What follows belongs to an exercise in optimizing a design on an open flow for small area and a short achievable clock period; a production flow would make more cautious choices.
Where RTL was checked, it was by simulation tests only, not by an equivalence proof against the original.
No functional check of the RTL was part of run 5.
Power and IR drop assume default switching activity.

==> flow/design.v, too long to show whole: its modules and the start of the top module <==
// module adder16: 36 lines
// module adder1b: 7 lines
// module alu: 32 lines
// module alu_control: 162 lines
// module and16: 21 lines
// module cla4: 12 lines
// module control: 215 lines
// module data_forward_unit: 24 lines
// module data_mem: 42 lines
// module decode3_8: 16 lines
// module dff: 11 lines
// module eight_registers: 16 lines
// module ex_mem_ff: 46 lines
// module execute: 99 lines
// module hazard_detection_unit: 19 lines
// module id_ex_ff: 55 lines
// module if_id_ff: 15 lines
// module instr_decode: 64 lines
// module instr_fetch: 34 lines
// module inverter: 22 lines
// module mem_wb_ff: 29 lines
// module mux2_1: 12 lines
// module mux2_1_16bit: 9 lines
// module mux2_1_4bit: 9 lines
// module mux4_1: 12 lines
// module mux4_1_16bit: 9 lines
// module mux8_1_16bit: 9 lines
// module nand2: 5 lines
// module not1: 5 lines
// module or16: 21 lines
// module reg16bit: 10 lines
// module register_control: 129 lines
// module rf: 28 lines
// module rf_bypass: 18 lines
// module shifter: 13 lines
// module shifter_eight_bit: 39 lines
// module shifter_four_bit: 39 lines
// module shifter_one_bit: 39 lines
// module shifter_two_bit: 39 lines
// module sign_extend11bit: 5 lines
// module sign_extend5bit: 5 lines
// module sign_extend8bit: 5 lines
// module write_back: 8 lines
// module xor16: 21 lines
// module zero_detector: 7 lines
// module zero_extend5bit: 7 lines
// module zero_extend8bit: 7 lines
// module proc: 179 lines
module proc ( 
  imem_addr, dmem_addr, dmem_wdata, dmem_re, dmem_we, halt_out,
  clk, rst, imem_data, dmem_rdata
  );
  // ...
==> flow/run.sh <==
#!/bin/bash
# synth_recipe.tcl (not shown) runs the flow's synth.tcl, then flattens the netlist and writes it again
# the make line also repeats each setting of config.mk as NAME=value (left out here)
make -C /OpenROAD-flow-scripts/flow DESIGN_CONFIG=/design/flow/config.mk WORK_HOME=/design/flow/orfs CLKGATE_MAP_FILE= SYNTH_SCRIPT=/design/flow/synth_recipe.tcl finish
==> flow/config.mk <==
export PLATFORM = sky130hd
export DESIGN_NAME = proc
export DESIGN_NICKNAME = proc
export VERILOG_FILES = /design/flow/design.v
export SDC_FILE = /design/flow/constraint.sdc
export NUM_CORES = 4
export LEC_CHECK = 0
export CAP_MARGIN = 20
export CORE_MARGIN = 2
export CORE_UTILIZATION = 40
export SLEW_MARGIN = 20
==> flow/constraint.sdc <==
create_clock -name core_clock -period 9.0 [get_ports {clk}]
set_input_delay 1.8000 -clock core_clock [delete_from_list [all_inputs] [get_ports {clk}]]
set_output_delay 1.8000 -clock core_clock [all_outputs]
set_load 0.01 [all_outputs]
==> metrics.cfg, run 1 <==
[hold_path]
hold_depth = 1

[place]
postPlaceCellArea_mm2 = 0.0274
gp_congestion = 1.03

[logic_synthesis]
synth.top_cell.area_share_pct = 30.9
synth_top_area_cell = dfxtp_1
synth_ff_type = dfxtp_1
syn_nets = 3432
ys_top_cells_by_area = dfxtp_1 (31%), nand2_1 (7.4%), a21oi_1 (6.8%), mux4_2 (5.7%), nor2_1 (5.0%)
synth_compound_area_share_pct = 19.7

[routing]
post_drt_wl_per_cell_um = 23.8
ant_nets = 0

[die]
die_h_um = 259
coreArea_mm2 = 0.0645

[pwr]
comb-power_w = 0.000464
power_density_mw_per_mm2 = 150
pg_clk_w = 0.00200

[setup_path]
worst_r2r_endpoint = EX_MEM.ALU[0].state
cp-endpoint = EX_MEM.ALU[0].state
critPathMaxFanout = 14

[finish]
multi_input_cells = 2497
instances_no_fill = 4120
nFlopsAndLatches = 402

[timing]
slew_headroom_pct = 22.7
fin_ws_ns = 0.874

[grt]
grt_max_degree = 98
grt-busiest-layer = met2
met3_usage_pct = 4.90

[status]
outcome = no timing/DRC/antenna violations

==> module proc, before the edit <==
module proc ( 
  imem_addr, dmem_addr, dmem_wdata, dmem_re, dmem_we, halt_out,
  clk, rst, imem_data, dmem_rdata
  );
  input clk;
  input rst;
  output [15:0] imem_addr;
  input  [15:0] imem_data;
  output [15:0] dmem_addr;
  output [15:0] dmem_wdata;
  output        dmem_re;
  output        dmem_we;
  input  [15:0] dmem_rdata;
  output        halt_out;
  wire RegDst, Jump, Branch, MemRead, MemToReg, MemWrite, ALU_Src, RegWrite; 
  wire [4:0] ALU_op;
  wire control_err;
  wire halt;
  wire five_bit_imm;
  wire ZeroExtend;
  wire alu_ofl;
  wire [15:0] wb_out; 
  wire [15:0] data_mem_from_mem_wb, ALU_result_from_mem_wb;
  wire [2:0] write_reg_from_mem_wb;
  wire MemToReg_from_mem_wb, RegWrite_from_mem_wb;
  wire [2:0] Rs_mem_wb, Rt_mem_wb, Rd_mem_wb;
  wire Rs_valid_mem_wb, Rt_valid_mem_wb, Rd_valid_mem_wb;
  wire [15:0] branch_or_jump;
  wire [15:0] data_mem_out;
  wire [15:0] ALU_result_from_ex_mem, branch_result_from_ex_mem, jumpaddr_from_ex_mem, read2_from_ex_mem, next_pc_from_ex_mem;
  wire [4:0] ALU_op_from_ex_mem;
  wire [2:0] write_reg_from_ex_mem;
  wire zero_from_ex_mem, ltz_from_ex_mem, Branch_from_ex_mem, MemRead_from_ex_mem, MemWrite_from_ex_mem, halt_from_ex_mem, MemToReg_from_ex_mem, RegWrite_from_ex_mem, Jump_from_ex_mem;
  wire [2:0] Rs_ex_mem, Rt_ex_mem, Rd_ex_mem;
  wire Rs_valid_ex_mem, Rt_valid_ex_mem, Rd_valid_ex_mem;
  wire [15:0] read2out_ex;
  wire [15:0] ALU_result;
  wire zero;
  wire [15:0] branch_result;
  wire alu_err;
  wire ltz;
  wire [15:0] jump_out;
  wire [15:0] read1_from_id_ex, read2_from_id_ex, imm_from_id_ex, jumpAddr_from_id_ex, next_pc_from_id_ex;
  wire [4:0] ALU_op_from_id_ex;
  wire [2:0] write_reg_from_id_ex;
  wire [1:0] instruction_from_id_ex;
  wire ALU_Src_from_id_ex, Branch_from_id_ex, MemRead_from_id_ex, MemWrite_from_id_ex, MemToReg_from_id_ex, RegWrite_from_id_ex, Jump_from_id_ex, halt_from_id_ex;
  wire [2:0] Rs_id_ex, Rt_id_ex, Rd_id_ex;
  wire Rs_valid_id_ex, Rt_valid_id_ex, Rd_valid_id_ex;
  wire [15:0] jumpAddr;
  wire [15:0] read1data;
  wire [15:0] read2data;
  wire [15:0] immediate;
  wire decode_err;
  wire [2:0] write_reg;
  wire [15:0] next_pc_from_if_id;
  wire[15:0] instruction_from_if_id;
  wire instr_valid_out;
  wire [15:0] next_pc;
  wire [15:0] instruction;
  wire fetch_err;
  wire instr_valid;
  wire [2:0] op_to_alu;
  wire invA, invB;
  wire sign;
  wire cin;
  wire passA;
  wire passB;
  wire [2:0] Rs, Rt, Rd;
  wire Rs_valid, Rt_valid, Rd_valid;
  wire [1:0] forwardA,forwardB;
  wire PCWrite, IF_ID_Write, zero_control_signals;
  instr_fetch FETCH( 
                    .pc(next_pc), .branch_or_jump(branch_or_jump), .toJump(Jump_from_ex_mem), .toBranch(Branch_from_ex_mem), .clk(clk), .rst(rst),
                    .PCWrite(PCWrite),
                    .next_pc(next_pc), .instruction(instruction), .err(fetch_err), .instr_valid(instr_valid),
                    .imem_addr(imem_addr), .imem_data(imem_data));
  if_id_ff IF_ID(.clk(clk), .rst(rst), .pc_in(next_pc), .instr_in(instruction), .instr_valid(instr_valid), .IF_ID_Write(IF_ID_Write),
                 .pc_out(next_pc_from_if_id), .instr_out(instruction_from_if_id), .instr_valid_out(instr_valid_out));
  instr_decode DECODE( 
                      .instruction(instruction_from_if_id), .RegWrite(RegWrite_from_mem_wb), .RegDst(RegDst), .writeData(wb_out),
                      .clk(clk), .rst(rst), .pc(next_pc_from_if_id), .five_bit_imm(five_bit_imm), .ZeroExtend(ZeroExtend),
                      .MemWrite(MemWrite), .write_reg_in(write_reg_from_mem_wb),
                      .jumpAddr(jumpAddr), .read1data(read1data), .read2data(read2data), .immediate(immediate),
                      .err(decode_err), .write_reg(write_reg));  
 id_ex_ff ID_EX ( 
                 .clk(clk), .rst(rst), .pc_in(next_pc_from_if_id), .read1_in(read1data), .read2_in(read2data), 
                 .imm_in(immediate), .jumpaddr_in(jumpAddr), .instr_in(instruction_from_if_id[1:0]), 
                 .write_reg_in(write_reg),
                 .alu_op_in(ALU_op), .alu_src_in(ALU_Src),
                 .branch_in(Branch), .mem_read_in(MemRead), .mem_write_in(MemWrite), .halt_in(halt), 
                 .mem_to_reg_in(MemToReg), .reg_write_in(RegWrite), .jump_in(Jump),
                 .Rs_in(Rs), .Rs_valid_in(Rs_valid), .Rt_in(Rt), .Rt_valid_in(Rt_valid), .Rd_in(Rd), .Rd_valid_in(Rd_valid),
                 .zero_control_signals(zero_control_signals),
                 .pc_out(next_pc_from_id_ex), .read1_out(read1_from_id_ex), .read2_out(read2_from_id_ex), 
                 .imm_out(imm_from_id_ex), .jumpaddr_out(jumpAddr_from_id_ex), .instr_out(instruction_from_id_ex[1:0]), 
                 .write_reg_out(write_reg_from_id_ex),
                 .alu_op_out(ALU_op_from_id_ex), .alu_src_out(ALU_Src_from_id_ex), 
                 .branch_out(Branch_from_id_ex), .mem_read_out(MemRead_from_id_ex), .mem_write_out(MemWrite_from_id_ex),
                 .halt_out(halt_from_id_ex),
                 .mem_to_reg_out(MemToReg_from_id_ex), .reg_write_out(RegWrite_from_id_ex), .jump_out(Jump_from_id_ex),
                 .Rs_out(Rs_id_ex), .Rs_valid_out(Rs_valid_id_ex), .Rt_out(Rt_id_ex), .Rt_valid_out(Rt_valid_id_ex), 
                 .Rd_out(Rd_id_ex), .Rd_valid_out(Rd_valid_id_ex)
                 ); 
  execute EXECUTE (  
                    .alu_op(op_to_alu), .ALUSrc(ALU_Src_from_id_ex), .read1data(read1_from_id_ex), .read2data(read2_from_id_ex), 
                    .immediate(imm_from_id_ex), .pc(next_pc_from_id_ex), .invA(invA), .invB(invB), .cin(cin), .sign(sign),  
                    .passThroughA(passA), .passThroughB(passB), .instr_op(ALU_op_from_id_ex), .MemWrite(MemWrite_from_id_ex),
                    .jump_in(jumpAddr_from_id_ex),
                    .ALU_result_from_ex_mem(ALU_result_from_ex_mem), .data_mem_from_mem_wb(wb_out),
                    .forwardA(forwardA), .forwardB(forwardB),
                    .ALU_result(ALU_result), .branch_result(branch_result), .zero(zero), .err(alu_err),
                    .ltz(ltz), .jump_out(jump_out), .read2out(read2out_ex));  
  ex_mem_ff EX_MEM ( 
                    .clk(clk), .rst(rst), .alu_result_in(ALU_result), .branch_result_in(branch_result), 
                    .zero_in(zero), .ltz_in(ltz), .jumpaddr_in(jump_out), .next_pc_in(next_pc_from_id_ex),
                    .read2data_in(read2out_ex), .alu_op_in(ALU_op_from_id_ex), .write_reg_in(write_reg_from_id_ex),
                    .branch_in(Branch_from_id_ex), .mem_read_in(MemRead_from_id_ex), .mem_write_in(MemWrite_from_id_ex),
                    .halt_in(halt_from_id_ex),
                    .mem_to_reg_in(MemToReg_from_id_ex), .reg_write_in(RegWrite_from_id_ex), .jump_in(Jump_from_id_ex),
                    .Rs_in(Rs_id_ex), .Rs_valid_in(Rs_valid_id_ex), .Rt_in(Rt_id_ex), .Rt_valid_in(Rt_valid_id_ex), 
                    .Rd_in(Rd_id_ex), .Rd_valid_in(Rd_valid_id_ex),
                    .alu_result_out(ALU_result_from_ex_mem), .branch_result_out(branch_result_from_ex_mem), .zero_out(zero_from_ex_mem),
                    .ltz_out(ltz_from_ex_mem), .jumpaddr_out(jumpaddr_from_ex_mem), .next_pc_out(next_pc_from_ex_mem),
                    .read2data_out(read2_from_ex_mem), .alu_op_out(ALU_op_from_ex_mem), .write_reg_out(write_reg_from_ex_mem),
                    .branch_out(Branch_from_ex_mem), .mem_read_out(MemRead_from_ex_mem), .mem_write_out(MemWrite_from_ex_mem),
                    .halt_out(halt_from_ex_mem),
                    .mem_to_reg_out(MemToReg_from_ex_mem), .reg_write_out(RegWrite_from_ex_mem), .jump_out(Jump_from_ex_mem),
                    .Rs_out(Rs_ex_mem), .Rs_valid_out(Rs_valid_ex_mem), .Rt_out(Rt_ex_mem), .Rt_valid_out(Rt_valid_ex_mem), 
                    .Rd_out(Rd_ex_mem), .Rd_valid_out(Rd_valid_ex_mem)
                   );
  data_mem MEM    (  
                    .zero(zero_from_ex_mem), .Branch(Branch_from_ex_mem), .branchAddr(branch_result_from_ex_mem),  
                    .MemWrite(MemWrite_from_ex_mem), .MemRead(MemRead_from_ex_mem), .ALU_result(ALU_result_from_ex_mem), 
                    .writedata(read2_from_ex_mem), .clk(clk), .rst(rst), .halt(halt_from_ex_mem), .ltz(ltz_from_ex_mem), 
                    .branch_op(ALU_op_from_ex_mem[1:0]), .jumpaddr(jumpaddr_from_ex_mem), 
                    .branch_or_jump(branch_or_jump), .readData(data_mem_out),
                    .dmem_addr(dmem_addr), .dmem_wdata(dmem_wdata), .dmem_re(dmem_re), .dmem_we(dmem_we),
                    .dmem_rdata(dmem_rdata));
  assign halt_out = halt_from_ex_mem;  
  mem_wb_ff MEM_WB( 
                   .data_mem_in(data_mem_out), .alu_result_in(ALU_result_from_ex_mem), .write_reg_in(write_reg_from_ex_mem),
                   .mem_to_reg_in(MemToReg_from_ex_mem), .reg_write_in(RegWrite_from_ex_mem), 
                   .clk(clk), .rst(rst),
                   .Rs_in(Rs_ex_mem), .Rs_valid_in(Rs_valid_ex_mem), .Rt_in(Rt_ex_mem), .Rt_valid_in(Rt_valid_ex_mem), 
                   .Rd_in(Rd_ex_mem), .Rd_valid_in(Rd_valid_ex_mem),
                   .data_mem_out(data_mem_from_mem_wb), .alu_result_out(ALU_result_from_mem_wb), .write_reg_out(write_reg_from_mem_wb),
                   .mem_to_reg_out(MemToReg_from_mem_wb), .reg_write_out(RegWrite_from_mem_wb),
                   .Rs_out(Rs_mem_wb), .Rs_valid_out(Rs_valid_mem_wb), .Rt_out(Rt_mem_wb), .Rt_valid_out(Rt_valid_mem_wb), 
                   .Rd_out(Rd_mem_wb), .Rd_valid_out(Rd_valid_mem_wb)
                  );
  write_back WB   (  
                    .mem_data(data_mem_from_mem_wb), .ALU_result(ALU_result_from_mem_wb), .MemToReg(MemToReg_from_mem_wb), 
                    .out_data(wb_out)); 
  control CONTROL (  
                    .instruction_op(instruction_from_if_id[15:11]), .instr_valid(instr_valid_out),
                    .RegDst(RegDst), .Jump(Jump), .Branch(Branch), .MemRead(MemRead), .MemToReg(MemToReg), .halt(halt),
                    .ALU_op(ALU_op), .MemWrite(MemWrite), .ALUSrc(ALU_Src), .RegWrite(RegWrite), .err(control_err),
                    .five_bit_imm(five_bit_imm), .ZeroExtend(ZeroExtend));
  alu_control ALU_CTL( 
                      .ALU_op(ALU_op_from_id_ex), .ALU_funct(instruction_from_id_ex[1:0]),
                      .invA(invA), .invB(invB), .op_to_alu(op_to_alu), .cin(cin), .sign(sign), .passA(passA), .passB(passB));
  register_control REG_CTL(.instruction(instruction_from_if_id), 
                           .Rs(Rs), .Rt(Rt), .Rd(Rd), 
                           .Rs_valid(Rs_valid), .Rt_valid(Rt_valid), .Rd_valid(Rd_valid));
  data_forward_unit FWD(
                    .Rs_id_ex(Rs_id_ex), .Rs_valid_id_ex(Rs_valid_id_ex), .Rt_id_ex(Rt_id_ex), .Rt_valid_id_ex(Rt_valid_id_ex), 
                    .Rs_ex_mem(Rs_ex_mem), .Rs_valid_ex_mem(Rs_valid_ex_mem),  
                    .Rd_ex_mem(Rd_ex_mem), .Rd_valid_ex_mem(Rd_valid_ex_mem), .Rd_mem_wb(Rd_mem_wb), .Rd_valid_mem_wb(Rd_valid_mem_wb),
                    .WriteReg_ex_mem(RegWrite_from_ex_mem), .WriteReg_mem_wb(RegWrite_from_mem_wb),
                    .MemRead_ex_mem(MemRead_from_ex_mem),
                    .forwardA(forwardA), .forwardB(forwardB));
  hazard_detection_unit HZD( 
                            .MemRead_id_ex(MemRead_from_id_ex), 
                            .Rt_id_ex(Rt_id_ex), .Rs_if_id(Rs), .Rt_if_id(Rt),
                            .Rt_valid_id_ex(Rt_valid_id_ex), .Rs_valid_if_id(Rs_valid), .Rt_valid_if_id(Rt_valid),
                            .PCWrite(PCWrite), .IF_ID_Write(IF_ID_Write), .zero_control_signals(zero_control_signals)
                           );
endmodule 
==> run 2, diff against run 1 <==
==> flow/design.v (replaced) <==
module proc (
  imem_addr, dmem_addr, dmem_wdata, dmem_re, dmem_we, halt_out,
  clk, rst, imem_data, dmem_rdata
  );
  input clk;
  input rst;
  output [15:0] imem_addr;
  input  [15:0] imem_data;
  output [15:0] dmem_addr;
  output [15:0] dmem_wdata;
  output        dmem_re;
  output        dmem_we;
  input  [15:0] dmem_rdata;
  output        halt_out;
  reg [15:0] pc;                   
  reg [15:0] ir_d, pc_d;           
  reg [15:0] pc_e, r1_e, r2_e;     
  reg [10:0] ir_e;
  reg [4:0]  op_e;
  reg        five_e, zx_e;
  reg [2:0]  wreg_e;
  reg        regw_e, memr_e, memw_e, br_e, jmp_e, halt_e;
  reg        fa_ld, fa_ex, fa_mem, fb_ex, fb_mem;
  reg [15:0] alu_m, wdata_m, tgt_m;  
  reg [2:0]  wreg_m;
  reg        regw_m, re_m, we_m, redir_m, halt_m;
  reg [15:0] wb_w;                 
  reg [2:0]  wreg_w;
  reg        regw_w;
  reg [15:0] rf [0:7];
  wire [4:0] op = ir_d[15:11];
  wire [2:0] fs = ir_d[10:8];
  wire [2:0] ft = ir_d[7:5];
  wire d_st    = (op == 5'b10000);
  wire d_ld    = (op == 5'b10001);
  wire d_stu   = (op == 5'b10011);
  wire d_jl    = (op[4:1] == 4'b0011);           
  wire d_memw  = d_st | d_stu;
  wire d_memr  = d_st | d_ld | d_stu;
  wire d_five  = (op[4:2] == 3'b010) | (op[4:2] == 3'b101) | d_memr;
  wire d_zx    = (op == 5'b01010) | (op == 5'b01011) | (op == 5'b10010);
  wire d_regdst = (op[4:2] == 3'b111) | (op[4:1] == 4'b1101) | (op == 5'b11001);
  wire d_regw  = (op[4:2] == 3'b010) | (op[4:2] == 3'b101) | d_ld | d_stu |
                 (op[4:3] == 2'b11) | (op == 5'b10010) | d_jl;
  wire d_rsv = (op[4:2] == 3'b010) | (op[4:2] == 3'b101) | (op[4:3] == 2'b11 && op != 5'b11000) |
               (op == 5'b01100) | (op == 5'b10010) | d_memr | (op == 5'b00101) | (op == 5'b00111);
  wire d_rtv = (op[4:2] == 3'b111) | (op[4:1] == 4'b1101) | d_memr | d_jl;
  wire [2:0] d_rt  = d_jl ? 3'b111 : ft;
  wire [2:0] d_rsf = d_rsv ? fs : 3'b000;
  wire [2:0] d_wreg = d_jl ? 3'b111 : d_stu ? fs : d_five ? ft : d_regdst ? ir_d[4:2] : fs;
  wire stall = memr_e & ((ir_e[7:5] == fs) & d_rsv | (ir_e[7:5] == d_rt) & d_rtv);
  wire [15:0] wd = d_jl ? pc_d : wb_w;
  wire [15:0] rd_t = (regw_w && ft == wreg_w) ? wd : rf[ft];
  wire [15:0] rd_s = (regw_w && fs == wreg_w) ? wd : rf[fs];
  integer i;
  always @(posedge clk) begin
    for (i = 0; i < 8; i = i + 1)
      if (rst | (regw_w & (wreg_w == i)))
        rf[i] <= rst ? 16'h0000 : wd;
  end
  wire [15:0] pc2 = pc + 16'd2;
  assign imem_addr = pc;
  always @(posedge clk) begin
    if (rst) pc <= 16'h0000;
    else if (!stall) pc <= redir_m ? tgt_m : pc2;
    ir_d <= rst ? 16'h0800 : imem_data;
    pc_d <= stall ? pc : pc2;
  end
  always @(posedge clk) begin
    pc_e   <= pc_d;
    r1_e   <= d_memw ? rd_s : rd_t;
    r2_e   <= d_memw ? rd_t : rd_s;
    ir_e   <= ir_d[10:0];
    op_e   <= op;
    five_e <= d_five;
    zx_e   <= d_zx;
    wreg_e <= d_wreg;
    fa_ld  <= memr_e & regw_e & (d_rsf == ir_e[10:8]);
    fa_ex  <= regw_e & d_rsv & (fs == wreg_e);
    fa_mem <= regw_m & d_rsv & (fs == wreg_m);
    fb_ex  <= regw_e & d_rtv & (d_rt == wreg_e);
    fb_mem <= regw_m & d_rtv & (d_rt == wreg_m);
    if (rst) begin
      regw_e <= 1'b0; memr_e <= 1'b0; memw_e <= 1'b0;
      br_e <= 1'b0; jmp_e <= 1'b0; halt_e <= 1'b0;
    end else begin
      regw_e <= d_regw & ~stall;
      memr_e <= d_memr;
      memw_e <= d_memw & ~stall;
      br_e   <= (op[4:2] == 3'b011);
      jmp_e  <= (op[4:2] == 3'b001);
      halt_e <= (op == 5'b00000);
    end
  end
  wire [15:0] x = fb_ex ? alu_m : fb_mem ? wb_w : r1_e;
  wire [15:0] y = fa_ld ? r1_e : fa_ex ? alu_m : fa_mem ? wb_w : r2_e;
  wire [15:0] imm = five_e ? (zx_e ? {11'b0, ir_e[4:0]} : {{11{ir_e[4]}}, ir_e[4:0]})
                           : (zx_e ? {8'b0, ir_e[7:0]}  : {{8{ir_e[7]}}, ir_e[7:0]});
  wire [1:0] fn = ir_e[1:0];
  wire e_rtype = (op_e == 5'b11011);
  wire e_sub   = (e_rtype & fn == 2'b01) | (op_e == 5'b01001);
  wire e_imm   = (op_e[4:2] == 3'b010) | (op_e[4:2] == 3'b100) | (op_e[4:2] == 3'b101) | (op_e == 5'b00111);
  wire [15:0] add_a0 = memw_e ? x : y;
  wire [15:0] add_a  = e_sub ? ~add_a0 : add_a0;
  wire [15:0] add_b  = e_imm ? imm : x;
  wire [16:0] sum    = {1'b0, add_a} + {1'b0, add_b} + {16'b0, e_sub};
  wire [3:0] sh_src = e_imm ? ir_e[3:0] : x[3:0];
  wire [1:0] sh_op  = (op_e[4:2] == 3'b101) ? op_e[1:0] : (op_e == 5'b11010) ? fn : 2'b00;
  wire [3:0] sh_rot = sh_op[1] ? (4'd0 - sh_src) : sh_src;
  wire [31:0] sh_dbl = {y, y} << sh_rot;
  wire [15:0] rot = sh_dbl[31:16];
  wire [15:0] sh_res = (sh_op == 2'b01) ? (y << sh_src) :
                       (sh_op == 2'b11) ? (y >> sh_src) : rot;
  wire eq  = (x == y);
  wire lt  = ({~y[15], y[14:0]} < {~x[15], x[14:0]});
  wire set_bit = (op_e[1:0] == 2'b00) ? eq : (op_e[1:0] == 2'b01) ? lt : (op_e[1:0] == 2'b10) ? (lt | eq) : sum[16];
  wire [15:0] btr;
  genvar g;
  generate for (g = 0; g < 16; g = g + 1) begin : BTRG
    assign btr[g] = y[15 - g];
  end endgenerate
  reg [15:0] res;
  always @(*) begin
    case (op_e)
      5'b01000, 5'b01001, 5'b10000, 5'b10001, 5'b10011: res = sum[15:0];
      5'b01010: res = y ^ imm;
      5'b01011: res = y & ~imm;
      5'b10010: res = {y[7:0], 8'h00} | imm;
      5'b11000: res = imm;
      5'b11001: res = btr;
      5'b11011: case (fn)
                  2'b00, 2'b01: res = sum[15:0];
                  2'b10: res = y ^ x;
                  default: res = y & ~x;
                endcase
      5'b11100, 5'b11101, 5'b11110, 5'b11111: res = {15'b0, set_bit};
      default: res = sh_res;    
    endcase
  end
  wire yz = (y == 16'h0000);
  wire cond = op_e[1] ? (op_e[0] ? ~y[15] : y[15]) : (op_e[0] ? ~yz : yz);
  wire e_jr = (op_e == 5'b00101) | (op_e == 5'b00111);
  wire [15:0] sext8  = {{8{ir_e[7]}}, ir_e[7:0]};
  wire [15:0] sext11 = {{5{ir_e[10]}}, ir_e[10:0]};
  wire [15:0] t_br = pc_e + sext8;
  wire [15:0] t_j  = (e_jr ? r2_e : pc_e) + (e_jr ? sext8 : sext11);
  always @(posedge clk) begin
    alu_m   <= res;
    wdata_m <= x;
    tgt_m   <= (br_e & cond) ? t_br : t_j;
    wreg_m  <= wreg_e;
    if (rst) begin
      regw_m <= 1'b0; re_m <= 1'b0; we_m <= 1'b0; redir_m <= 1'b0; halt_m <= 1'b0;
    end else begin
      regw_m  <= regw_e;
      re_m    <= memr_e & ~memw_e;
      we_m    <= memw_e;
      redir_m <= br_e | jmp_e;
      halt_m  <= halt_e;
    end
  end
  assign dmem_addr  = alu_m;
  assign dmem_wdata = wdata_m;
  assign dmem_re    = re_m;
  assign dmem_we    = we_m & ~rst;
  assign halt_out   = halt_m;
  always @(posedge clk) begin
    wb_w   <= re_m ? dmem_rdata : alu_m;
    wreg_w <= wreg_m;
    regw_w <= rst ? 1'b0 : regw_m;
  end
endmodule
--- a/flow/config.mk
+++ b/flow/config.mk
@@ -8,4 +8,5 @@
 export CAP_MARGIN = 20
 export CORE_MARGIN = 2
 export CORE_UTILIZATION = 40
+export SETUP_SLACK_MARGIN = 5
 export SLEW_MARGIN = 20
==> run 2 against run 1 <==
Total power increased by 37%. Global-route usage grew 1.1 points. Register-to-register slack improved by 4.2 ns. Sequential power rose by 14%. Core utilization up 3.3 points. Area after synthesis is 21% lower. Synthesized cell count down 31%.
==> metrics.cfg, run 2 <==
[logic_synthesis]
synth_ff_type = dfxtp_1
synth.top_cell.area_share_pct = 19.8  ; -11 points
synth_cell_types = 90
ys_top_cells_by_area = dfxtp_1 (20%), edfxtp_1 (19%), mux2i_1 (7.3%), ha_1 (5.2%), a21oi_1 (5.1%)
synth_top_area_cell = dfxtp_1
syn_nets = 2380  ; -31%
ys_async_sr_fraction_pct = 0
synth_area_per_cell_um2 = 9.11
yosysMostFrequentCell = nor2_1
postSynthCellCount = 2258
seq_area_frac_synth_pct = 38.5
synth_edf_count = 128
synth_area_mm2 = 0.0206
synth_seq_cells = 332
synth_common_cells = nor2_1 (229), a21oi_1 (208), dfxtp_1 (204)
yosys_warnings = 2

[finish]
largest_reg_flops = 128
final_cell_mix = nor2_1 (225), a21oi_1 (198), dfxtp_1 (188), nand2_1 (178), o21ai_0 (156)
nFillCells = 4934
final_common_cell = nor2_1
multi_input_area_mm2 = 0.0122
nets = 2473
area_growth_pct = 19.8
seqCellArea_mm2 = 0.00797
final_layout_size_suffix_gt1_share_pct = 15.4
top_register = rf

[timing]
tightest_slew_ns = 1.09
fin_crit_ns = 4.01
clock.fmax_mhz = 249
clock_skew_ns = 0.0331
slew_headroom_pct = 27.2  ; +4.5 points
maxSlewViolCount = 0
setup_tns_ns = 0
hold_violations = 0
setup_viol = 0
rsz0062_at_grt = true
finalCritPeriodShare_pct = 44.6

[setup_path]
path_class = primary input to output port
crit_path_start_kind = primary input
critPathMaxFanout = 2  ; -12
required_ns = 7.20
crit_arrival_ns = 2.21
endpoint_kind = output port

[clock_tree]
clock-root-buffer = clkbuf_16
clk_pin_slew_ns = 0.06
numCtsBuffers = 39
cts.path.max_buffers = 3
cts_sinks = 332
cts_tree = built
htree_levels = 2
insertion_delay_ns = 0.57

[pwr]
p_switching_w = 0.00223
pwr-share-comb_pct = 36.9
p_int_w = 0.00372
total_power_w = 0.00595
vdd_drop_max_mv = 0.155
seq_power_share_pct = 35.8
swShare_pct = 37.5
power.leakage_nw = 9.60
power_density_mw_per_mm2 = 241  ; +61%
p_clk_share_pct = 27.3

[die]
rows = 83
coreArea_mm2 = 0.0511  ; -21%
dieArea_mm2 = 0.0533
fp.dieW_um = 231
io_pins = 85
initial_core_util_pct = 40.3
die_h_um = 231  ; -11%

[grt]
grtUsageMet1_pct = 36.1
grt-busiest-layer = met2
grt_usage_pct = 29.4
grt_use_met2_pct = 48.6
overflow = 0
met3_usage_pct = 5.52  ; +0.62 points
grt_first_pass_wirelength_mm = 117
grt_max_degree = 58  ; -41%
antenna_found_initial = 1
grt_pass1_vias = 18100

[hold_path]
hold_path.class = flip-flop to flip-flop

[routing]
vias_per_cell = 6.09
wirelength_mm = 79.9
ant_nets = 0  ; unchanged
post_drt_wl_per_cell_um = 26.1  ; +9.9%
vias = 18600
drc_errors = 0
first_iter_violations = 1836
drt_first_pass_iters = 6

[status]
outcome = no timing/DRC/antenna violations

[place]
dp_hpwl_mm = 55.2
io_buffer_count = 84
gp_congestion = 1.01  ; -2.0%

[run]
cap_violations = 0

## run 2: cell count changes in the layout (fill, tap and decap cells not counted), moves of 49 or more
| cell | previous run | this run |
|---|---|---|
| nand2_1 | 513 | 178 |
| dfxtp_1 | 397 | 188 |
| nor2b_1 | 108 | 50 |
| mux2i_1 | 97 | 146 |
| edfxtp_1 | 0 | 128 |
| nor2_1 | 340 | 225 |
| a21oi_1 | 352 | 198 |
| o21ai_0 | 95 | 156 |
## run 2: what timing repair did
item	4_1_cts	5_1_grt
hold buffers	0	0
buffers inserted	44	15
endpoints found under the setup margin	24	12
gates cloned	12	0
resized for setup	116	39
pin swaps	20	12
## run 2: cell families (layout without fill, tap and decap cells)
| group | Yosys count | count (layout) | synth area share, % |
|---|---|---|---|
| other cells | 0 | 1 | 0 |
| mux | 245 | 246 | 14.0 |
| buf+inv | 223 | 341 | 4.37 |
| xor+xnor | 95 | 95 | 4.18 |
| fa+ha+maj | 88 | 88 | 5.46 |
| simple gates | 629 | 629 | 14.0 |
| flops | 332 | 332 | 38.5 |
| compound gates | 646 | 647 | 19.5 |
## run 2: area by class of cell
| cell class | count | share of cell area, % |
|---|---|---|
| diodes | 1 | 0.0102 |
| clock buffers | 51 | 4.44 |
| clock inverters | 17 | 0.792 |
| inverters | 82 | 1.36 |
| multi-input cells | 1705 | 49.5 |
| flip-flops and latches | 332 | 32.3 |
| well taps | 680 | 3.45 |
| repair buffers | 190 | 8.07 |
| repair inverters | 1 | 0.0355 |
## run 2: worst paths after layout
| check | start | endpoint | slack, ns | depth (start not counted) |
|---|---|---|---|---|
| setup reg to reg | r2_e[1] | alu_m[14] | 5.09 | 17 |
| setup / recovery | rst | dmem_we | 4.99 | 4 |
| hold reg to reg | ir_d[1] | ir_e[1] | 0.32 | 0 |
| hold / removal | ir_d[1] | ir_e[1] | 0.32 | 0 |
## run 2: power by group through the flow
stage / registers (W) / logic, W / clock network, W
floorplan: 0.00202 / 0.00128 / 0
global placement: 0.00214 / 0.00192 / 0
detailed placement: 0.00214 / 0.00193 / 0
CTS: 0.00212 / 0.00208 / 0.00165
global route: 0.00214 / 0.00234 / 0.00171
finish: 0.00213 / 0.00220 / 0.00162
## run 2: worst max-delay path: stages
cell and delay (ns):
buf_12 0.10, buf_12 0.11, nor2b_4 0.10, buf_6 0.10
## run 2: metrics by stage
| step | worst slack, ns | utilization [%] | std cells | hold WS, ns | area [um^2] |
|---|---|---|---|---|---|
| after global placement | 3.66 | 43.1 | 2919 | 0.313 | 22000 |
| after floorplan | 4.92 | - | 2258 | 0.310 | 20700 |
| after detailed placement | 3.63 | 43.1 | 2919 | 0.315 | 22000 |
| final | 4.99 | 48.2 | 3059 | 0.325 | 24600 |
| after CTS | 4.99 | 47.7 | 3043 | 0.326 | 24400 |
| after global routing | 4.88 | 48.2 | 3058 | 0.329 | 24600 |
## run 2: metal layers
layer  vias to the layer above  share of wire (%)
met1                      9104                 40
met3                       221                7.2
met2                       806                 47
met4                         0                5.9
li1                       8487                  -
met5                         -                  0
==> run 3, diff against run 2 <==
--- a/flow/config.mk
+++ b/flow/config.mk
@@ -5,6 +5,7 @@
 export SDC_FILE = /design/flow/constraint.sdc
 export NUM_CORES = 4
 export LEC_CHECK = 0
+export ABC_CLOCK_PERIOD_IN_PS = 3500
 export CAP_MARGIN = 20
 export CORE_MARGIN = 2
 export CORE_UTILIZATION = 40
==> run 3 against run 2 <==
Maximum frequency did not move. Via count did not move. Count of clock-buffer cells in the layout did not move. Synthesized cell count did not move. Design area did not move. Critical path type unchanged. Highest routed layer unchanged.
==> metrics.cfg, run 3 <==
[status]
outcome = no timing/DRC/antenna violations

[die]
initial_core_util_pct = 40.3  ; unchanged
rows = 83  ; unchanged
coreArea_mm2 = 0.0511  ; unchanged
io_pins = 85  ; unchanged
die_h_um = 231  ; unchanged
dieArea_mm2 = 0.0533  ; unchanged
fp.dieW_um = 231  ; unchanged

[routing]
ant_nets = 0  ; unchanged
post_drt_wl_per_cell_um = 26.1  ; unchanged
vias = 18600  ; unchanged
first_iter_violations = 1836  ; unchanged
met3_length_mm = 5.72  ; unchanged
drc_errors = 0  ; unchanged
wl_met1_mm = 31.8  ; unchanged
wirelength_mm = 79.9  ; unchanged
drt_first_pass_iters = 6  ; unchanged
maxUsedRoutingLayer = met4
wl_met2_mm = 37.7  ; unchanged
vias_per_cell = 6.09  ; unchanged

[finish]
area_growth_pct = 19.8  ; unchanged
top_register = rf
final_util_pct = 48.2  ; unchanged
final_cell_mix = nor2_1 (225), a21oi_1 (198), dfxtp_1 (188), nand2_1 (178), o21ai_0 (156)
final_common_cell = nor2_1
largest_reg_flops = 128  ; unchanged
nets = 2473  ; unchanged
final_layout_size_suffix_gt1_share_pct = 15.4  ; unchanged
instances_no_fill = 3059  ; unchanged

[logic_synthesis]
synth_common_cells = nor2_1 (229), a21oi_1 (208), dfxtp_1 (204)
synth.top_cell.area_share_pct = 19.8  ; unchanged
synth_area_mm2 = 0.0206  ; unchanged
synth_ff_type = dfxtp_1
syn_nets = 2380  ; unchanged
ys_top_cells_by_area = dfxtp_1 (20%), edfxtp_1 (19%), mux2i_1 (7.3%), ha_1 (5.2%), a21oi_1 (5.1%)
postSynthCellCount = 2258  ; unchanged
synth_cell_types = 90  ; unchanged
seq_area_frac_synth_pct = 38.5  ; unchanged
yosys_warnings = 2  ; unchanged
synth_edf_count = 128  ; unchanged
yosysMostFrequentCell = nor2_1
ys_async_sr_fraction_pct = 0  ; unchanged
synth_seq_cells = 332  ; unchanged
synth_area_per_cell_um2 = 9.11  ; unchanged
synth_top_area_cell = dfxtp_1

[setup_path]
endpoint_kind = output port
reg2reg_slack_ns = 5.09  ; about the same
crit_slowest_cell = buf_12
required_ns = 7.20  ; about the same
critPathMaxFanout = 2  ; unchanged
crit_path_start_kind = primary input
crit_chain = buf_12, buf_12, nor2b_4, buf_6
worst_r2r_endpoint = alu_m[14]
slowest_delay_ns = 0.11  ; about the same
rr_worst_depth = 17  ; unchanged
crit_top_cell = buf_12
crit_arrival_ns = 2.21  ; about the same
path_class = primary input to output port
r2r-start = r2_e[1]

[pwr]
total_power_w = 0.00595  ; unchanged
vdd_drop_max_mv = 0.155  ; unchanged
power.leakage_nw = 9.60  ; unchanged
p_int_w = 0.00372  ; unchanged
power_density_mw_per_mm2 = 241  ; unchanged
swShare_pct = 37.5  ; unchanged
p_clk_share_pct = 27.3  ; about the same
p_switching_w = 0.00223  ; unchanged
pwr-share-comb_pct = 36.9  ; about the same
seq_power_share_pct = 35.8  ; about the same

[clock_tree]
cts_sinks = 332  ; unchanged
numCtsBuffers = 39  ; unchanged
clock-root-buffer = clkbuf_16
htree_levels = 2  ; unchanged
cts_tree = built
clk_pin_slew_ns = 0.06  ; about the same
holdBufCountCts = 0  ; unchanged
cts.path.max_buffers = 3  ; unchanged
insertion_delay_ns = 0.57  ; about the same

[timing]
maxSlewViolCount = 0  ; unchanged
setup_tns_ns = 0  ; unchanged
worst_hold_slack_ns = 0.325  ; unchanged
clock_skew_ns = 0.0331  ; unchanged
hold_violations = 0  ; unchanged
fin_crit_ns = 4.01  ; unchanged
rsz0062_at_grt = true
setup_viol = 0  ; unchanged
finalCritPeriodShare_pct = 44.6  ; unchanged
slew_headroom_pct = 27.2  ; unchanged
clock.fmax_mhz = 249  ; unchanged
tightest_slew_ns = 1.09  ; unchanged

[grt]
grt_first_pass_wirelength_mm = 117  ; unchanged
antenna_found_initial = 1  ; unchanged
overflow = 0  ; unchanged
grt_usage_pct = 29.4  ; unchanged
grt_max_degree = 58  ; unchanged
grt_pass1_vias = 18100  ; unchanged

[hold_path]
hold_start = ir_d[1]
hold_path.class = flip-flop to flip-flop
hold_end = ir_e[1]
hold_depth = 0  ; unchanged

[place]
io_buffer_count = 84  ; unchanged
dp_hpwl_mm = 55.2  ; unchanged
dp_cells = 2919  ; unchanged
gp_congestion = 1.01  ; unchanged

[run]
cap_violations = 0  ; unchanged

-- run 3: cell counts after synthesis --
Identical to the previous run, type by type.
-- run 3: what timing repair did --
item,in CTS,in global routing
gates cloned,12,0
setup buffers,44,15
gates resized for setup,116,39
setup endpoints to repair,24,12
pin swaps,20,12
-- run 3: layout make-up --
class	instances	area, um^2
clock buffers	51	1090
diodes	1	2.50
clock inverters	17	195
flip-flops and latches	332	7970
well taps	680	851
multi-input cells	1705	12200
repair buffers	190	1990
repair inverters	1	8.76
inverters	82	335
fillers	4934	26500
-- run 3: kinds of logic after synthesis --
family	Yosys count	synth area share [%]
compound gates	646	19.5
simple gates	629	14.0
flops	332	38.5
mux	245	14.0
buf+inv	223	4.37
xor+xnor	95	4.18
fa+ha+maj	88	5.46
-- run 3: worst max path at each step --
stage            start        end  slack [ns]  depth (start not counted)
4_1_cts            rst    dmem_we        4.99                          4
5_1_grt        op_e[3]  tgt_m[15]        4.88                         17
2_1_floorplan  op_e[2]  alu_m[14]        4.92                         18
3_3_place_gp   op_e[1]  alu_m[12]        3.66                         16
3_5_place_dp   op_e[1]  alu_m[12]        3.63                         16
6_report           rst    dmem_we        4.99                          4
-- run 3: stage by stage --
step           cell area, um^2  setup slack, ns
6_report                 24600             4.99
2_1_floorplan            20700             4.92
3_5_place_dp             22000             3.63
4_1_cts                  24400             4.99
5_1_grt                  24600             4.88
3_3_place_gp             22000             3.66
-- run 3: power by group through the flow --
stage               Combinational (W)  Clock [W]  Sequential [W]
floorplan                     0.00128          0         0.00202
detailed placement            0.00193          0         0.00214
global route                  0.00234    0.00171         0.00214
global placement              0.00192          0         0.00214
CTS                           0.00208    0.00165         0.00212
finish                        0.00220    0.00162         0.00213
-- run 3: layer usage --
| metal | GRT usage [%] | up-vias |
|---|---|---|
| met5 | 0 | - |
| met4 | 16.4 | 0 |
| met3 | 5.52 | 221 |
| met2 | 48.6 | 806 |
| met1 | 36.1 | 9104 |
| li1 | - | 8487 |
-- run 3: worst max-delay path: cells and delay by family --
family        cells  cell delay (ns)
simple gates      1             0.10
buf+inv           3             0.31
==> run 4, diff against run 3 <==
==> flow/config.mk (replaced) <==
export PLATFORM = sky130hd
export DESIGN_NAME = proc
export DESIGN_NICKNAME = proc
export VERILOG_FILES = /design/flow/design.v
export SDC_FILE = /design/flow/constraint.sdc
export NUM_CORES = 4
export LEC_CHECK = 0
export CAP_MARGIN = 20
export CORE_MARGIN = 2
export CORE_UTILIZATION = 40
export SLEW_MARGIN = 20
==> run 4 against run 3 <==
Non-clock buffer count shrank 68. Die area did not move. Worst hold slack worse by 0.00097 ns. Design area down 5.6%. Wire length fell by 4.9%. Clock power barely moved. Maximum frequency shrank 23%. Sequential share of layout area is 1.8 points higher. Register-to-register slack got worse by 1.3 ns. Clock skew down 0.0096 ns. Sequential power about the same. Largest cell class unchanged.
==> metrics.cfg, run 4 <==
[clock_tree]
cts.path.max_buffers = 3  ; unchanged
cts_setup_buffers = 0  ; -100%
cts_sinks = 332  ; unchanged
holdBufCountCts = 0  ; unchanged
numCtsBuffers = 39  ; unchanged
insertion_delay_ns = 0.57  ; about the same
htree_levels = 2  ; unchanged
cts_tree = built
clk_pin_slew_ns = 0.06  ; about the same
cts-resized-gates = 0  ; -100%
clock-root-buffer = clkbuf_16

[grt]
antenna_found_initial = 2  ; +1
overflow = 0  ; unchanged
grt_pass1_vias = 17400  ; -4.0%
grt_max_degree = 70  ; +21%
grt_usage_pct = 28.0  ; -1.4 points
grt_first_pass_wirelength_mm = 112  ; -4.5%

[timing]
finalCritPeriodShare_pct = 57.9  ; +13 points
rsz0062_at_grt = false
fin_ws_ns = 3.78  ; -1.20 ns
maxSlewViolCount = 0  ; unchanged
fin_crit_ns = 5.22  ; +1.20 ns
clock_skew_ns = 0.0235  ; -0.00959 ns
hold_violations = 0  ; unchanged
tightest_slew_ns = 1.10  ; +0.0110 ns
slew_headroom_pct = 26.7  ; -0.58 points
setup_tns_ns = 0  ; unchanged
setup_viol = 0  ; unchanged
clock.fmax_mhz = 192  ; -23%

[finish]
final_cell_mix = nor2_1 (229), a21oi_1 (208), dfxtp_1 (199), nand2_1 (179), o21ai_0 (164)
nFillCells = 4970  ; +0.73%
area_growth_pct = 13.1
design_area_mm2 = 0.0233  ; -5.6%
final_util_pct = 45.5  ; -2.7 points
multi_input_area_mm2 = 0.0118  ; -3.6%
nets = 2402  ; -2.9%
antenna_cells = 0  ; -1
largest_reg_flops = 128  ; unchanged
final_layout_size_suffix_gt1_share_pct = 9.62  ; -5.8 points
top_register = rf
seqCellArea_mm2 = 0.00793  ; -0.39%
final_common_cell = nor2_1

[logic_synthesis]
postSynthCellCount = 2258  ; unchanged
syn_nets = 2380  ; unchanged
seq_area_frac_synth_pct = 38.5  ; unchanged
synth_area_per_cell_um2 = 9.11  ; unchanged
yosysMostFrequentCell = nor2_1
synth_area_mm2 = 0.0206  ; unchanged
yosys_warnings = 2  ; unchanged
synth.top_cell.area_share_pct = 19.8  ; unchanged
synth_seq_cells = 332  ; unchanged
synth_cell_types = 90  ; unchanged
synth_ff_type = dfxtp_1
synth_top_area_cell = dfxtp_1
ys_top_cells_by_area = dfxtp_1 (20%), edfxtp_1 (19%), mux2i_1 (7.3%), ha_1 (5.2%), a21oi_1 (5.1%)
ys_async_sr_fraction_pct = 0  ; unchanged
synth_common_cells = nor2_1 (229), a21oi_1 (208), dfxtp_1 (204)
synth_edf_count = 128  ; unchanged

[pwr]
vdd_drop_max_mv = 0.174  ; +12%
power.leakage_nw = 9.00  ; -6.3%
power_density_mw_per_mm2 = 245  ; +1.7%

[setup_path]
required_ns = 9.43  ; +2.23 ns
path_class = flip-flop to flip-flop
crit_arrival_ns = 5.64  ; +3.43 ns
crit_top_cell = a21oi_1
crit_family = simple AND/OR/NAND/NOR gates
crit_path_start_kind = flip-flop
critPathMaxFanout = 26  ; +24
slowest_delay_ns = 0.66  ; +0.55 ns
cp_num_buf_inv = 2  ; -1
crit_chain = nand2b_1, o22ai_2, buf_4, mux2_4, inv_4, a21oi_1, fa_1, a21o_1, a211oi_1, nor2_1, or4b_1, nand3_1, a21oi_1, or2_2, mux2i_1, a2111oi_0, nor3_1
endpoint_kind = flip-flop
rr_worst_depth = 17  ; unchanged
critical_path_depth = 17  ; +13
crit_slowest_cell = dfxtp_1

[routing]
drc_errors = 0  ; unchanged
post_drt_wl_per_cell_um = 25.5  ; -2.6%
vias = 18100  ; -2.7%
ant_nets = 0  ; unchanged
wirelength_mm = 76.0  ; -4.9%
vias_per_cell = 6.07  ; -0.32%
first_iter_violations = 1755  ; -4.4%
drt_first_pass_iters = 6  ; unchanged

[place]
gp_congestion = 1.03  ; +2.2%
dp_hpwl_mm = 55.7  ; +0.89%
io_buffer_count = 84  ; unchanged
dpl_worst_slack_ns = 3.90  ; +0.267 ns
postPlaceCellArea_mm2 = 0.0220  ; -0.19%

[die]
die_h_um = 231  ; unchanged
rows = 83  ; unchanged
fp.dieW_um = 231  ; unchanged
coreArea_mm2 = 0.0511  ; unchanged
initial_core_util_pct = 40.3  ; unchanged
io_pins = 85  ; unchanged
dieArea_mm2 = 0.0533  ; unchanged

[status]
outcome = no timing/DRC/antenna violations

[run]
cap_violations = 0  ; unchanged

[hold_path]
hold_depth = 0  ; unchanged
hold_path.class = flip-flop to flip-flop

-- run 4: cell families (layout without fill, tap and decap cells) --
| group | count (synthesis) | in the layout | synth area share [%] |
|---|---|---|---|
| AND/OR/NAND/NOR | 629 | 629 | 14.0 |
| XOR/XNOR | 95 | 95 | 4.18 |
| multiplexers | 245 | 245 | 14.0 |
| flip-flops | 332 | 332 | 38.5 |
| adder cells (fa/ha/maj) | 88 | 88 | 5.46 |
| buffers and inverters | 223 | 272 | 4.37 |
| AO/OA/AOI/OAI | 646 | 646 | 19.5 |
-- run 4: path summary, 6_finish.rpt --
kind         startpoint  slack [ns]        end
max             op_e[3]        3.78  alu_m[14]
min             ir_d[1]        0.32    ir_e[1]
min reg2reg     ir_d[1]        0.32    ir_e[1]
max reg2reg     op_e[3]        3.78  alu_m[14]
-- run 4: area by class of cell --
type,count,share of cell area [%]
clock buffer,56,4.87
clock inverter,12,0.635
inverter,82,1.33
multi-input combinational,1703,50.6
sequential,332,34.1
tap,680,3.66
timing repair buffer,122,4.85
-- run 4: power by group --
group / internal, W / leakage, nW / total [W] / switching [W]
sequential: 0.00186 / 3.00 / 0.00213 / 0.000274
combinational: 0.000766 / 5.37 / 0.00197 / 0.00121
clock: 0.000961 / 0.626 / 0.00161 / 0.000649
-- run 4: per-layer routing --
layer | up-vias | wire, um | GRT usage (%)
met5 | - | 0 | 0
met4 | 0 | 3900 | 13.8
met3 | 172 | 4860 | 4.59
met2 | 721 | 36100 | 46.7
met1 | 8917 | 31200 | 35.2
li1 | 8311 | - | -
-- run 4: metrics by stage --
stage,std cells,hold slack [ns],power (W)
floorplan,2258,0.310,0.00329
global placement,2918,0.312,0.00407
detailed placement,2919,0.313,0.00407
CTS,2987,0.326,0.00570
global route,2987,0.336,0.00597
finish,2987,0.324,0.00571
==> run 5, diff against run 4 <==
==> flow/design.v (replaced) <==
module proc (
  imem_addr, dmem_addr, dmem_wdata, dmem_re, dmem_we, halt_out,
  clk, rst, imem_data, dmem_rdata
  );
  input clk;
  input rst;
  output [15:0] imem_addr;
  input  [15:0] imem_data;
  output [15:0] dmem_addr;
  output [15:0] dmem_wdata;
  output        dmem_re;
  output        dmem_we;
  input  [15:0] dmem_rdata;
  output        halt_out;
  reg [15:0] pc;                   
  reg [15:0] ir_d, pc_d;           
  reg [15:0] pc_e, r1_e, r2_e;     
  reg [15:0] imm_e;
  reg [10:0] ir_e;
  reg [1:0]  opl_e;                
  reg        sub_e, bimm_e, jr_e;
  reg        r_add_e, r_xor_e, r_andn_e, r_slbi_e, r_imm_e, r_btr_e, r_set_e, r_sh_e;
  reg [1:0]  shop_e;               
  reg        shx_e;                
  reg [3:0]  shamt_e, shrot_e;     
  reg [2:0]  wreg_e;
  reg        regw_e, memr_e, memw_e, br_e, jmp_e, halt_e;
  reg        fa_ld, fa_ex, fa_mem, fb_ex, fb_mem;
  reg [15:0] alu_m, wdata_m, tgt_m;  
  reg [2:0]  wreg_m;
  reg        regw_m, re_m, we_m, redir_m, halt_m;
  reg [15:0] wb_w;                 
  reg [15:0] rf [0:7];
  wire [15:0] wd;
  wire [4:0] op = ir_d[15:11];
  wire [2:0] fs = ir_d[10:8];
  wire [2:0] ft = ir_d[7:5];
  wire d_st    = (op == 5'b10000);
  wire d_ld    = (op == 5'b10001);
  wire d_stu   = (op == 5'b10011);
  wire d_jl    = (op[4:1] == 4'b0011);           
  wire d_memw  = d_st | d_stu;
  wire d_memr  = d_st | d_ld | d_stu;
  wire d_five  = (op[4:2] == 3'b010) | (op[4:2] == 3'b101) | d_memr;
  wire d_zx    = (op == 5'b01010) | (op == 5'b01011) | (op == 5'b10010);
  wire d_regdst = (op[4:2] == 3'b111) | (op[4:1] == 4'b1101) | (op == 5'b11001);
  wire d_regw  = (op[4:2] == 3'b010) | (op[4:2] == 3'b101) | d_ld | d_stu |
                 (op[4:3] == 2'b11) | (op == 5'b10010) | d_jl;
  wire d_rsv = (op[4:2] == 3'b010) | (op[4:2] == 3'b101) | (op[4:3] == 2'b11 && op != 5'b11000) |
               (op == 5'b01100) | (op == 5'b10010) | d_memr | (op == 5'b00101) | (op == 5'b00111);
  wire d_rtv = (op[4:2] == 3'b111) | (op[4:1] == 4'b1101) | d_memr | d_jl;
  wire [2:0] d_rt  = d_jl ? 3'b111 : ft;
  wire [2:0] d_rsf = d_rsv ? fs : 3'b000;
  wire [2:0] d_wreg = d_jl ? 3'b111 : d_stu ? fs : d_five ? ft : d_regdst ? ir_d[4:2] : fs;
  wire [1:0] d_fn = ir_d[1:0];
  wire d_rr   = (op == 5'b11011);
  wire d_sub  = (d_rr & d_fn == 2'b01) | (op == 5'b01001);
  wire d_bimm = (op[4:2] == 3'b010) | (op[4:2] == 3'b100) | (op[4:2] == 3'b101) | (op == 5'b00111);
  wire [15:0] d_imm = d_five ? (d_zx ? {11'b0, ir_d[4:0]} : {{11{ir_d[4]}}, ir_d[4:0]})
                             : (d_zx ? {8'b0, ir_d[7:0]}  : {{8{ir_d[7]}}, ir_d[7:0]});
  wire d_r_add  = (op == 5'b01000) | (op == 5'b01001) | d_memr | (d_rr & ~d_fn[1]);
  wire d_r_xor  = (op == 5'b01010) | (d_rr & d_fn == 2'b10);
  wire d_r_andn = (op == 5'b01011) | (d_rr & d_fn == 2'b11);
  wire d_r_slbi = (op == 5'b10010);
  wire d_r_lbi  = (op == 5'b11000);
  wire d_r_btr  = (op == 5'b11001);
  wire d_r_set  = (op[4:2] == 3'b111);
  wire d_r_sh   = ~(d_r_add | d_r_xor | d_r_andn | d_r_slbi | d_r_lbi | d_r_btr | d_r_set);
  wire [1:0] d_shop = (op[4:2] == 3'b101) ? op[1:0] : (op == 5'b11010) ? d_fn : 2'b00;
  wire [3:0] d_shamt = ir_d[3:0];
  wire [3:0] d_shrot = d_shop[1] ? (4'd0 - ir_d[3:0]) : ir_d[3:0];
  wire stall = memr_e & ((ir_e[7:5] == fs) & d_rsv | (ir_e[7:5] == d_rt) & d_rtv);
  wire [2:0] sel1 = d_memw ? fs : ft;
  wire [2:0] sel2 = d_memw ? ft : fs;
  wire [7:0] oh1 = 8'b1 << sel1;
  wire [7:0] oh2 = 8'b1 << sel2;
  reg [15:0] rf_1, rf_2;
  integer j;
  always @(*) begin
    rf_1 = 16'h0; rf_2 = 16'h0;
    for (j = 0; j < 8; j = j + 1) begin
      rf_1 = rf_1 | ({16{oh1[j]}} & rf[j]);
      rf_2 = rf_2 | ({16{oh2[j]}} & rf[j]);
    end
  end
  wire [15:0] rd_1 = rf_1;
  wire [15:0] rd_2 = rf_2;
  integer i;
  always @(posedge clk) begin
    for (i = 0; i < 8; i = i + 1)
      if (rst | (regw_m & (wreg_m == i)))
        rf[i] <= rst ? 16'h0000 : wd;
  end
  wire [15:0] pc2 = pc + 16'd2;
  assign imem_addr = pc;
  wire [15:0] pc_d_nx = stall ? pc : pc2;
  always @(posedge clk) begin
    if (rst) pc <= 16'h0000;
    else if (!stall) pc <= redir_m ? tgt_m : pc2;
    ir_d <= rst ? 16'h0800 : imem_data;
    pc_d <= pc_d_nx;
  end
  always @(posedge clk) begin
    pc_e   <= pc_d;
    r1_e   <= rd_1;
    r2_e   <= rd_2;
    ir_e   <= ir_d[10:0];
    imm_e  <= d_imm;
    opl_e  <= op[1:0];
    sub_e  <= d_sub;
    bimm_e <= d_bimm;
    jr_e   <= (op == 5'b00101) | (op == 5'b00111);
    r_add_e <= d_r_add; r_xor_e <= d_r_xor; r_andn_e <= d_r_andn; r_slbi_e <= d_r_slbi;
    r_imm_e <= d_r_slbi | d_r_lbi; r_btr_e <= d_r_btr; r_set_e <= d_r_set; r_sh_e <= d_r_sh;
    shop_e  <= d_shop;
    shx_e   <= ~d_bimm;
    shamt_e <= d_shamt;
    shrot_e <= d_shrot;
    wreg_e <= d_wreg;
    fa_ld  <= memr_e & regw_e & (d_rsf == ir_e[10:8]);
    fa_ex  <= regw_e & d_rsv & (fs == wreg_e);
    fa_mem <= regw_m & d_rsv & (fs == wreg_m);
    fb_ex  <= regw_e & d_rtv & (d_rt == wreg_e);
    fb_mem <= regw_m & d_rtv & (d_rt == wreg_m);
    if (rst) begin
      regw_e <= 1'b0; memr_e <= 1'b0; memw_e <= 1'b0;
      br_e <= 1'b0; jmp_e <= 1'b0; halt_e <= 1'b0;
    end else begin
      regw_e <= d_regw & ~stall;
      memr_e <= d_memr;
      memw_e <= d_memw & ~stall;
      br_e   <= (op[4:2] == 3'b011);
      jmp_e  <= (op[4:2] == 3'b001);
      halt_e <= (op == 5'b00000);
    end
  end
  wire [15:0] x = fb_ex ? alu_m : fb_mem ? wb_w : r1_e;
  wire [15:0] y = fa_ld ? r1_e : fa_ex ? alu_m : fa_mem ? wb_w : r2_e;
  wire [15:0] imm = imm_e;
  wire [15:0] opb    = bimm_e ? imm : x;
  wire [15:0] add_a0 = memw_e ? x : y;
  wire [15:0] add_a  = sub_e ? ~add_a0 : add_a0;
  wire [16:0] sum    = {1'b0, add_a} + {1'b0, opb} + {16'b0, sub_e};
  wire [3:0] sh_amt = shx_e ? x[3:0] : shamt_e;
  wire [3:0] sh_rot = shx_e ? (shop_e[1] ? (4'd0 - x[3:0]) : x[3:0]) : shrot_e;
  wire [15:0] rt1 = sh_rot[0] ? {y[14:0],   y[15]}      : y;
  wire [15:0] rt2 = sh_rot[1] ? {rt1[13:0], rt1[15:14]} : rt1;
  wire [15:0] rt4 = sh_rot[2] ? {rt2[11:0], rt2[15:12]} : rt2;
  wire [15:0] rot = sh_rot[3] ? {rt4[7:0],  rt4[15:8]}  : rt4;
  reg  [15:0] sh_mask;
  integer k;
  always @(*) begin
    for (k = 0; k < 16; k = k + 1)
      case (shop_e)
        2'b01:   sh_mask[k] = (k >= sh_amt);         
        2'b11:   sh_mask[k] = ((15 - k) >= sh_amt);  
        default: sh_mask[k] = 1'b1;                  
      endcase
  end
  wire [15:0] sh_res = rot & sh_mask;
  wire eq  = (x == y);
  wire lt  = ({~y[15], y[14:0]} < {~x[15], x[14:0]});
  wire set_bit = (opl_e == 2'b00) ? eq : (opl_e == 2'b01) ? lt : (opl_e == 2'b10) ? (lt | eq) : sum[16];
  wire [15:0] btr;
  genvar g;
  generate for (g = 0; g < 16; g = g + 1) begin : BTRG
    assign btr[g] = y[15 - g];
  end endgenerate
  wire [15:0] res = ({16{r_add_e}}  & sum[15:0]) |
                    ({16{r_xor_e}}  & (y ^ opb)) |
                    ({16{r_andn_e}} & (y & ~opb)) |
                    ({16{r_slbi_e}} & {y[7:0], 8'h00}) |
                    ({16{r_imm_e}}  & imm) |
                    ({16{r_btr_e}}  & btr) |
                    ({16{r_set_e}}  & {15'b0, set_bit}) |
                    ({16{r_sh_e}}   & sh_res);
  wire yz = (y == 16'h0000);
  wire cond = opl_e[1] ? (opl_e[0] ? ~y[15] : y[15]) : (opl_e[0] ? ~yz : yz);
  wire [15:0] t_base = jr_e ? r2_e : pc_e;
  wire [8:0]  t_lo   = {1'b0, t_base[7:0]} + {1'b0, ir_e[7:0]};
  wire [7:0]  t_hi8  = t_base[15:8] + {8{ir_e[7]}} + {7'b0, t_lo[8]};
  wire [7:0]  t_hi11 = t_base[15:8] + {{5{ir_e[10]}}, ir_e[10:8]} + {7'b0, t_lo[8]};
  wire [7:0]  t_hi   = (jr_e | (br_e & cond)) ? t_hi8 : t_hi11;
  always @(posedge clk) begin
    alu_m   <= res;
    wdata_m <= x;
    tgt_m   <= {t_hi, t_lo[7:0]};
    wreg_m  <= wreg_e;
    if (rst) begin
      regw_m <= 1'b0; re_m <= 1'b0; we_m <= 1'b0; redir_m <= 1'b0; halt_m <= 1'b0;
    end else begin
      regw_m  <= regw_e;
      re_m    <= memr_e & ~memw_e;
      we_m    <= memw_e;
      redir_m <= br_e | jmp_e;
      halt_m  <= halt_e;
    end
  end
  assign dmem_addr  = alu_m;
  assign dmem_wdata = wdata_m;
  assign dmem_re    = re_m;
  assign dmem_we    = we_m & ~rst;
  assign halt_out   = halt_m;
  wire [15:0] wbv = re_m ? dmem_rdata : alu_m;
  wire jl_next = (imem_data[15:12] == 4'b0011);
  assign wd = jl_next ? pc_d_nx : wbv;
  always @(posedge clk) begin
    wb_w <= wbv;
  end
endmodule
--- a/flow/config.mk
+++ b/flow/config.mk
@@ -8,4 +8,5 @@
 export CAP_MARGIN = 20
 export CORE_MARGIN = 2
 export CORE_UTILIZATION = 40
+export SETUP_SLACK_MARGIN = 5
 export SLEW_MARGIN = 20
==> run 5 against run 4 <==
Combinational power is 22% lower. Synthesized cell count fell by 19%. Worst hold slack worse by 0.0023 ns. Critical endpoint is now dmem_we. Area after synthesis shrank 11%. Count of clock-buffer cells in the layout up 1. Wire length fell by 19%. Still clean on timing, DRC and antenna. Via count decreased by 17%.
==> metrics.cfg, run 5 <==
[pwr]
power.leakage_nw = 8.60  ; -4.4%
vdd_drop_max_mv = 0.188  ; +8.0%
power_density_mw_per_mm2 = 250  ; +1.7%

[timing]
finalCritPeriodShare_pct = 44.7  ; -13 points
rsz0062_at_grt = true
tightest_slew_ns = 1.14  ; +0.0437 ns
maxSlewViolCount = 0  ; unchanged
fin_crit_ns = 4.02  ; -1.19 ns
hold_violations = 0  ; unchanged
clock_skew_ns = 0.0138  ; -0.00969 ns
clock.fmax_mhz = 249  ; +30%
slew_headroom_pct = 23.7  ; -2.9 points
setup_viol = 0  ; unchanged
setup_tns_ns = 0  ; unchanged

[status]
outcome = no timing/DRC/antenna violations

[grt]
grt_pass1_vias = 14500  ; -16%
grt_usage_pct = 25.5  ; -2.5 points
overflow = 0  ; unchanged
antenna_found_initial = 0  ; -2
grt_max_degree = 44  ; -37%
grt_first_pass_wirelength_mm = 90.8  ; -19%

[clock_tree]
cts_tree = built
insertion_delay_ns = 0.57  ; about the same
numCtsBuffers = 40  ; +2.6%
clk_pin_slew_ns = 0.06  ; about the same
clock-root-buffer = clkbuf_16
cts.path.max_buffers = 3  ; unchanged
cts_sinks = 344  ; +3.6%
holdBufCountCts = 0  ; unchanged
htree_levels = 2  ; unchanged

[hold_path]
hold_end = pc_e[7]
hold_start = pc_d[7]
hold_path.class = flip-flop to flip-flop
hold_depth = 0  ; unchanged

[routing]
maxUsedRoutingLayer = met4
wirelength_mm = 61.3  ; -19%
wl_met2_mm = 29.0  ; -20%
first_iter_violations = 1477  ; -16%
drc_errors = 0  ; unchanged
wl_met1_mm = 25.2  ; -19%
vias_per_cell = 5.96  ; -1.8%
met3_length_mm = 3.72  ; -24%
vias = 15000  ; -17%
ant_nets = 0  ; unchanged
drt_first_pass_iters = 5  ; -1
post_drt_wl_per_cell_um = 24.4  ; -4.1%

[place]
gp_congestion = 0.981  ; -4.9%
io_buffer_count = 84  ; unchanged
dp_hpwl_mm = 43.2  ; -22%
dp_cells = 2424  ; -17%

[logic_synthesis]
ys_async_sr_fraction_pct = 0  ; unchanged
syn_nets = 1934  ; -19%
synth_seq_cells = 344  ; +3.6%
synth_edf_count = 128  ; unchanged
synth_common_cells = dfxtp_1 (216), edfxtp_1 (128), nor2_1 (123)
synth_ff_type = dfxtp_1
synth_area_mm2 = 0.0183  ; -11%
synth_top_area_cell = dfxtp_1
synth.top_cell.area_share_pct = 23.6  ; +3.8 points
postSynthCellCount = 1819  ; -19%
yosysMostFrequentCell = dfxtp_1
synth_cell_types = 86  ; -4.4%
synth_area_per_cell_um2 = 10.1  ; +10%
yosys_warnings = 2  ; unchanged
ys_top_cells_by_area = dfxtp_1 (24%), edfxtp_1 (21%), mux2i_1 (6.1%), ha_1 (5.1%), a22oi_1 (3.2%)
seq_area_frac_synth_pct = 44.7  ; +6.1 points

[die]
coreArea_mm2 = 0.0453  ; -11%
dieArea_mm2 = 0.0474  ; -11%
initial_core_util_pct = 40.4  ; +0.11 points
fp.dieW_um = 218  ; -5.6%
rows = 78  ; -6.0%
die_h_um = 218  ; -5.6%
io_pins = 85  ; unchanged

[finish]
instances_no_fill = 2511  ; -16%
seqCellArea_mm2 = 0.00818  ; +3.1%
nets = 1999  ; -17%
area_growth_pct = 17.5
top_register = rf
multi_input_area_mm2 = 0.00950  ; -19%
nFillCells = 4187  ; -16%
final_cell_mix = dfxtp_1 (210), edfxtp_1 (128), nor2_1 (116), mux2i_1 (108), nand2_1 (106)
antenna_cells = 0  ; unchanged
final_layout_size_suffix_gt1_share_pct = 12.8  ; +3.2 points
final_common_cell = dfxtp_1
largest_reg_flops = 128  ; unchanged

[setup_path]
critPathMaxFanout = 2  ; -92%
path_class = primary input to output port
worst_r2r_endpoint = alu_m[0]
rr_worst_depth = 16  ; -1
crit_path_start_kind = primary input
required_ns = 7.20  ; -2.23 ns
crit_arrival_ns = 2.22  ; -3.42 ns
r2r-start = fa_ld
reg2reg_slack_ns = 5.00  ; +1.22 ns
endpoint_kind = output port

[run]
cap_violations = 0  ; unchanged

## run 5: logic make-up (layout without fill, tap and decap cells)
| family | Yosys count | after routing | synth area share (%) |
|---|---|---|---|
| muxes | 163 | 163 | 9.36 |
| DFF | 344 | 344 | 44.7 |
| and+or+nand+nor | 441 | 441 | 11.9 |
| xor gates and xnor gates | 78 | 78 | 3.74 |
| AOI/OAI and AO/OA | 503 | 503 | 19.8 |
| buffers and inverters | 209 | 301 | 4.76 |
| adders and majority gates | 81 | 81 | 5.79 |
## run 5: area by class of cell
type	instances	share of cell area (%)
Clock inverter	12	0.617
Multi-Input combinational cell	1266	44.2
Sequential cell	344	38.1
Tap cell	600	3.49
Inverter	95	1.66
Clock buffer	57	5.68
Timing Repair Buffer	137	6.24
## run 5: what timing repair did
action | 4_1_cts | 5_1_grt
setup buffers | 5 | 11
cloned | 2 | 0
pin swaps | 1 | 15
resized for setup | 33 | 37
setup endpoints to repair | 112 | 114
hold endpoints to repair | 0 | 0
## run 5: power by group
group | internal (W) | switching, W
Combinational | 0.000642 | 0.000891
Clock | 0.00100 | 0.000655
Sequential | 0.00192 | 0.000258
## run 5: stage by stage
stage	setup WS [ns]	total power (W)	instance area [um^2]	hold WS (ns)	utilization [%]
after floorplan	5.02	0.00303	18300	0.310	-
after global placement	4.12	0.00364	19700	0.311	43.4
after detailed placement	4.08	0.00366	19700	0.312	43.4
after CTS	4.81	0.00533	21200	0.323	46.9
after global routing	4.76	0.00560	21500	0.330	47.5
final	4.98	0.00536	21500	0.322	47.5
## run 5: how the worst max path moves through the flow
stage	slack [ns]	start	endpoint
after detailed placement	4.08	fa_mem	alu_m[0]
final	4.98	rst	dmem_we
after global placement	4.12	rst	dmem_we
after floorplan	5.02	rst	dmem_we
after CTS	4.81	fb_mem	alu_m[0]
after global routing	4.76	fa_ld	alu_m[0]
## run 5: metal layers
| layer | vias up | track usage, % |
|---|---|---|
| met5 | - | 0 |
| met4 | 0 | 13.1 |
| met3 | 159 | 3.77 |
| met2 | 605 | 42.9 |
| met1 | 7303 | 31.9 |
| li1 | 6898 | - |
## run 5: worst max-delay path, cell delays in order
cell and delay, ns:
buf_12 0.10, buf_12 0.11, nor2b_4 0.10, buf_6 0.10

==> afterwards: timing with drivers on the ports <==
No port has a modelled driver above. Below, the same layouts with a new extraction and two added sets of constraints.
Step 1: set_driving_cell puts a clkbuf_16 on clk and a buf_2 on each other input, an assumption about the parent block.
Step 2 adds t to the input delays and takes it off the output delays; t is the mean of the earliest and latest rising clock arrival at the registers after step 1. Input paths then give back, and output paths get back, about the clock's delay inside the block.
Three values: ideal ports, drivers, drivers and shift; two values: the first two.
run	t, ns	slack for setup (ns)	latest minus earliest clock arrival (ns)	slew at the worst register clock pin (ns)	pins driven straight from the clock port
run 1	0.649	0.874 / 0.874 / 0.874	0.045 / 0.045	0.07 / 0.07	1
run 2	0.615	4.986 / 4.934 / 4.934	0.036 / 0.036	0.07 / 0.07	1
run 3	0.615	4.986 / 4.934 / 4.934	0.036 / 0.036	0.07 / 0.07	1
run 4	0.619	3.785 / 3.785 / 3.785	0.026 / 0.026	0.06 / 0.06	1
run 5	0.613	4.978 / 4.930 / 4.930	0.015 / 0.015	0.07 / 0.07	1
After both steps every run listed still meets setup and hold.
